Context: an optimization exercise on an open-source flow, tuned for small area, a short achievable clock period and few clock cycles per item. The choices shown serve that exercise and are no tape-out recipe.
The RTL was checked by simulation tests, not by an equivalence proof against the original design.
Power is estimated from default activity; no workload was simulated.

==> job 2741 <==
## Multiplier
module Multiplier
(
	input wire Clock,
	input wire Reset,
	input wire iValid_Data,
	input wire iAck,
	input wire [31:0] Data_A,
	input wire [31:0] Data_B,
	output wire oReady,
	output wire oDone,
	output wire [63:0] Prod
);
wire wLoad;
control_Machine control1(.Clock(Clock), .Reset(Reset),
	.iValid_Data(iValid_Data), .iAck(iAck), .oLoad(wLoad),
	.oReady(oReady), .oDone(oDone));
DataPath data1(.Clock(Clock), .Load(wLoad), .Data_A(Data_A), .Data_B(Data_B),
	.Prod(Prod));
endmodule
Settings: LEC_CHECK=0, CAP_MARGIN=20, CORE_MARGIN=2, CORE_UTILIZATION=55, SETUP_SLACK_MARGIN=0.35, SLEW_MARGIN=20, SYNTH_HIERARCHICAL=1, SYNTH_MINIMUM_KEEP_SIZE=0; clock period 5.0 ns.
standard.sh (not shown) runs the stock make flow with config.mk's settings and CLKGATE_MAP_FILE= SYNTH_SCRIPT=/design/flow/synth_recipe.tcl, a recipe that flattens the netlist after the stock synthesis.
==> flow/flow/run.sh <==
#!/bin/bash
# The standard layout (the standard.sh, standard synthesis included), except that the
# port buffers ORFS inserts at global placement are buf_2 cells instead of its default
# delay-cell choice, so the resizer can size them like any other buffer.
set -euo pipefail
bash standard.sh "BUFFER_PORTS_ARGS=-buffer_cell sky130_fd_sc_hd__buf_2" finish > flow_make.log 2>&1
==> inputs of job 5765, as changes to job 2741 <==
CORE_UTILIZATION = 45   (was 55)
==> summary of the runs <==
In job 5765 the die area is higher than in job 2741, by 22%.
In synthesized cell count, job 5765 and job 2741 do not differ.
In wire length, job 2741 and job 5765 hardly differ.
In area after synthesis, job 5765 and job 2741 do not differ.
In job 2741 the design area is lower than in job 5765, by about 0.7%.
Between job 2741 and job 5765, the lower clock skew is in job 5765 (gap 0.00081 ns).
Of job 2741 and job 5765, job 2741 has the higher register-to-register slack (gap 0.18 ns).
Against job 2741, the non-clock buffer count of job 5765 is higher by 25.
Job 5765 went through all stages and came out clean. Job 2741 finished clean.
In combinational power, job 2741 and job 5765 hardly differ.
Testbench counts of job 2741, summed over its fixed seeds: cycles 1,608, items 1,600.
Testbench counts of job 5765, summed over its fixed seeds: cycles 1,608, items 1,600.

========
==> inputs of run a <==
Multiplier, a different RTL version from the one above (not shown whole).
==> flow/design.v (excerpt) <==
module Multiplier
(
	input wire Clock,
	input wire Reset,
	input wire iValid_Data,
	input wire iAck,
	input wire [31:0] Data_A,
	input wire [31:0] Data_B,
	output wire oReady,
	output wire oDone,
	output wire [63:0] Prod
);
wire wLoad;
control_Machine control1(.Clock(Clock), .Reset(Reset),
	.iValid_Data(iValid_Data), .iAck(iAck), .oLoad(wLoad),
	.oReady(oReady), .oDone(oDone));
DataPath data1(.Clock(Clock), .Load(wLoad), .Data_A(Data_A), .Data_B(Data_B),
	.Prod(Prod));
endmodule
clock: 5.0 ns
lec_check: 0
cap_margin: 5
core_margin: 2
core_utilization: 55
setup_slack_margin: 0.35
slew_margin: 5
synth_hierarchical: 1
synth_minimum_keep_size: 0
Scripts as last shown in full above: flow/flow/run.sh
==> run b: changes against run a <==
Settings changed: CAP_MARGIN 5 to 20, SETUP_SLACK_MARGIN 0.35 to 0.15, SLEW_MARGIN 5 to 20.
==> notes.md <==
In run b the fmax is lower than in run a, by about 4%. In sequential power, run a and run b hardly differ. Of run a and run b, run a has the higher routed wire length (gap about 1.6%, measured against run b). Flip-flop and latch count is the same in run b and run a. Against run b, the power of run a is higher by about 4%. In run a the clock skew is higher than in run b, by 0.0034 ns. Global-route usage: run b is lower than run a (0.77 points). Clock-buffer cell count: run b is higher than run a (1).
Testbench counts of run a, summed over its fixed seeds: cycles 1,608, items 1,600.
Testbench counts of run b, summed over its fixed seeds: cycles 1,608, items 1,600.

========
==> 11-03 <==
Another version of the RTL of Multiplier (not shown whole).
clock: 5.0 ns
lec_check: 0
cap_margin: 20
core_margin: 2
core_utilization: 55
setup_slack_margin: 0.5
slew_margin: 20
synth_hierarchical: 1
synth_minimum_keep_size: 0
Scripts as last shown in full above: flow/flow/run.sh
==> 05-16: changes against 11-03 <==
Settings changed: SETUP_SLACK_MARGIN 0.5 to 0.25.
==> notes.md <==
status -> timing/DRC/antenna clean
CP most frequent cell -> fa_1
Cell Area, Placed -> 0.03139 mm²
clock share of power -> 0.051
fill count -> 4,193
Final nets -> 3,489
Worst path depth -> 9
max incr delay on CP -> 0.63 ns
ClkCell Share -> 0.01738
met3 usage in global routing -> 0.1107
Layout Skew -> 0.01156 ns
Layout clock buffers -> 19
Crit Path Max Fanout -> 11
crit-path cells -> buf_2 > xnor2_2 > buf_4 > nor2b_1 > xnor2_1 > fa_1 > fa_1 > fa_1 > fa_1
crit path kind -> input pin to flip-flop
sw frac -> 0.5244
[end of results for 11-03]
==> notes.md <==
status -> timing/DRC/antenna clean
CP most frequent cell -> nand2_1
crit path kind -> flip-flop to primary output
Layout Skew -> 0.01384 ns
Worst path depth -> 11
Critical Path Start Type -> flip-flop
crit-path cells -> fa_1 > ha_1 > nand2_1 > nor2_2 > nand2_1 > nor2_1 > nand2_1 > o21ai_2 > a21oi_2 > xnor2_1 > buf_2
met2 wire length -> 45.87 mm
met3 usage in global routing -> 0.1027
fill count -> 4,276
Cell Area, Placed -> 0.03138 mm²
Layout clock buffers -> 21
Final nets -> 3,492
clock share of power -> 0.058
Seq cells -> 188
[end of results for 05-16]
Testbench counts of 11-03, summed over its fixed seeds: cycles 1,608, items 1,600.
Testbench counts of 05-16, summed over its fixed seeds: cycles 1,608, items 1,600.

========
==> inputs of trial 38 <==
Multiplier with an RTL version that a note above also has.
export LEC_CHECK = 0
export CAP_MARGIN = 20
export CORE_MARGIN = 2
export CORE_UTILIZATION = 68
export SETUP_SLACK_MARGIN = 0.5
export SLEW_MARGIN = 20
export SYNTH_HIERARCHICAL = 1
export SYNTH_MINIMUM_KEEP_SIZE = 0
create_clock -name core_clock -period 5.0 [get_ports {Clock}]
Scripts as last shown in full above: flow/flow/run.sh
==> build 73: changes against trial 38 <==
--- a/flow/config.mk
+++ b/flow/config.mk
@@ -7,7 +7,7 @@
 export LEC_CHECK = 0
 export CAP_MARGIN = 20
 export CORE_MARGIN = 2
-export CORE_UTILIZATION = 68
+export CORE_UTILIZATION = 55
 export SETUP_SLACK_MARGIN = 0.5
 export SLEW_MARGIN = 20
 export SYNTH_HIERARCHICAL = 1
==> impl_metrics.env <==
export IMPL_post_route_min_period_ns=4.48
export IMPL_pg_comb_w=0.0222
export IMPL_die_area_um2=53500
export IMPL_finalPower_w=0.0271
export IMPL_grt_usage=0.416
export IMPL_p_seq_w=0.00344
export IMPL_dp_hpwl_um=78000
export IMPL_use_met2=0.616
export IMPL_sh_seq_area=0.171
export IMPL_num_multi_input_gates=2113
export IMPL_status="complete, no violations"
(the above is from build 73)
==> impl_metrics.env <==
export IMPL_finalPower_w=0.0286
export IMPL_sh_seq_area=0.172
export IMPL_status="complete, no violations"
export IMPL_cts_buffer_depth=2
export IMPL_clk_power_w=0.00146
export IMPL_hold_path_depth=2
export IMPL_pg_comb_w=0.0237
export IMPL_post_route_min_period_ns=4.85
export IMPL_num_multi_input_gates=2114
export IMPL_grt_usage=0.523
export IMPL_yosysTopAreaCell="fa_1"
(the above is from trial 38)
Testbench counts of trial 38, summed over its fixed seeds: cycles 1,608, items 1,600.
Testbench counts of build 73, summed over its fixed seeds: cycles 1,608, items 1,600.

afterwards: timing with drivers on the ports:
Ports are ideal in the flow. The routed layouts listed here were re-timed in OpenROAD. Step 1 sets driving cells, clkbuf_16 on the clock port and buf_2 on the other inputs (assumed; they add their load-dependent delay and slew). Step 2 times the ports against the registers' clock, not the clock port: input delays grow and output delays shrink by t, the midpoint of the rising clock arrivals with the driver on. Three values: no drivers, after step 1, after step 2; two values: the first two.
run	shift t [ns]	setup slack, ns	latest minus earliest clock arrival (ns)
job 2741	0.569	0.422 / 0.363 / 0.029	0.023 / 0.023
job 5765	0.579	0.383 / 0.322 / -0.072	0.024 / 0.023
run a	0.559	0.386 / 0.322 / -0.055	0.022 / 0.022
run b	0.568	0.205 / 0.142 / -0.100	0.019 / 0.019
11-03	0.545	0.522 / 0.492 / -0.053	0.017 / 0.016
05-16	0.558	0.315 / 0.257 / -0.045	0.022 / 0.022
trial 38	0.545	0.146 / 0.091 / -0.076	0.017 / 0.018
build 73	0.557	0.521 / 0.457 / 0.114	0.021 / 0.021
With both steps, setup timing fails in 6 of these runs, where it was met with ideal ports. For 11-03, which loses most, drivers alone change the setup slack by -0.030 ns; drivers and shift together by -0.575 ns.
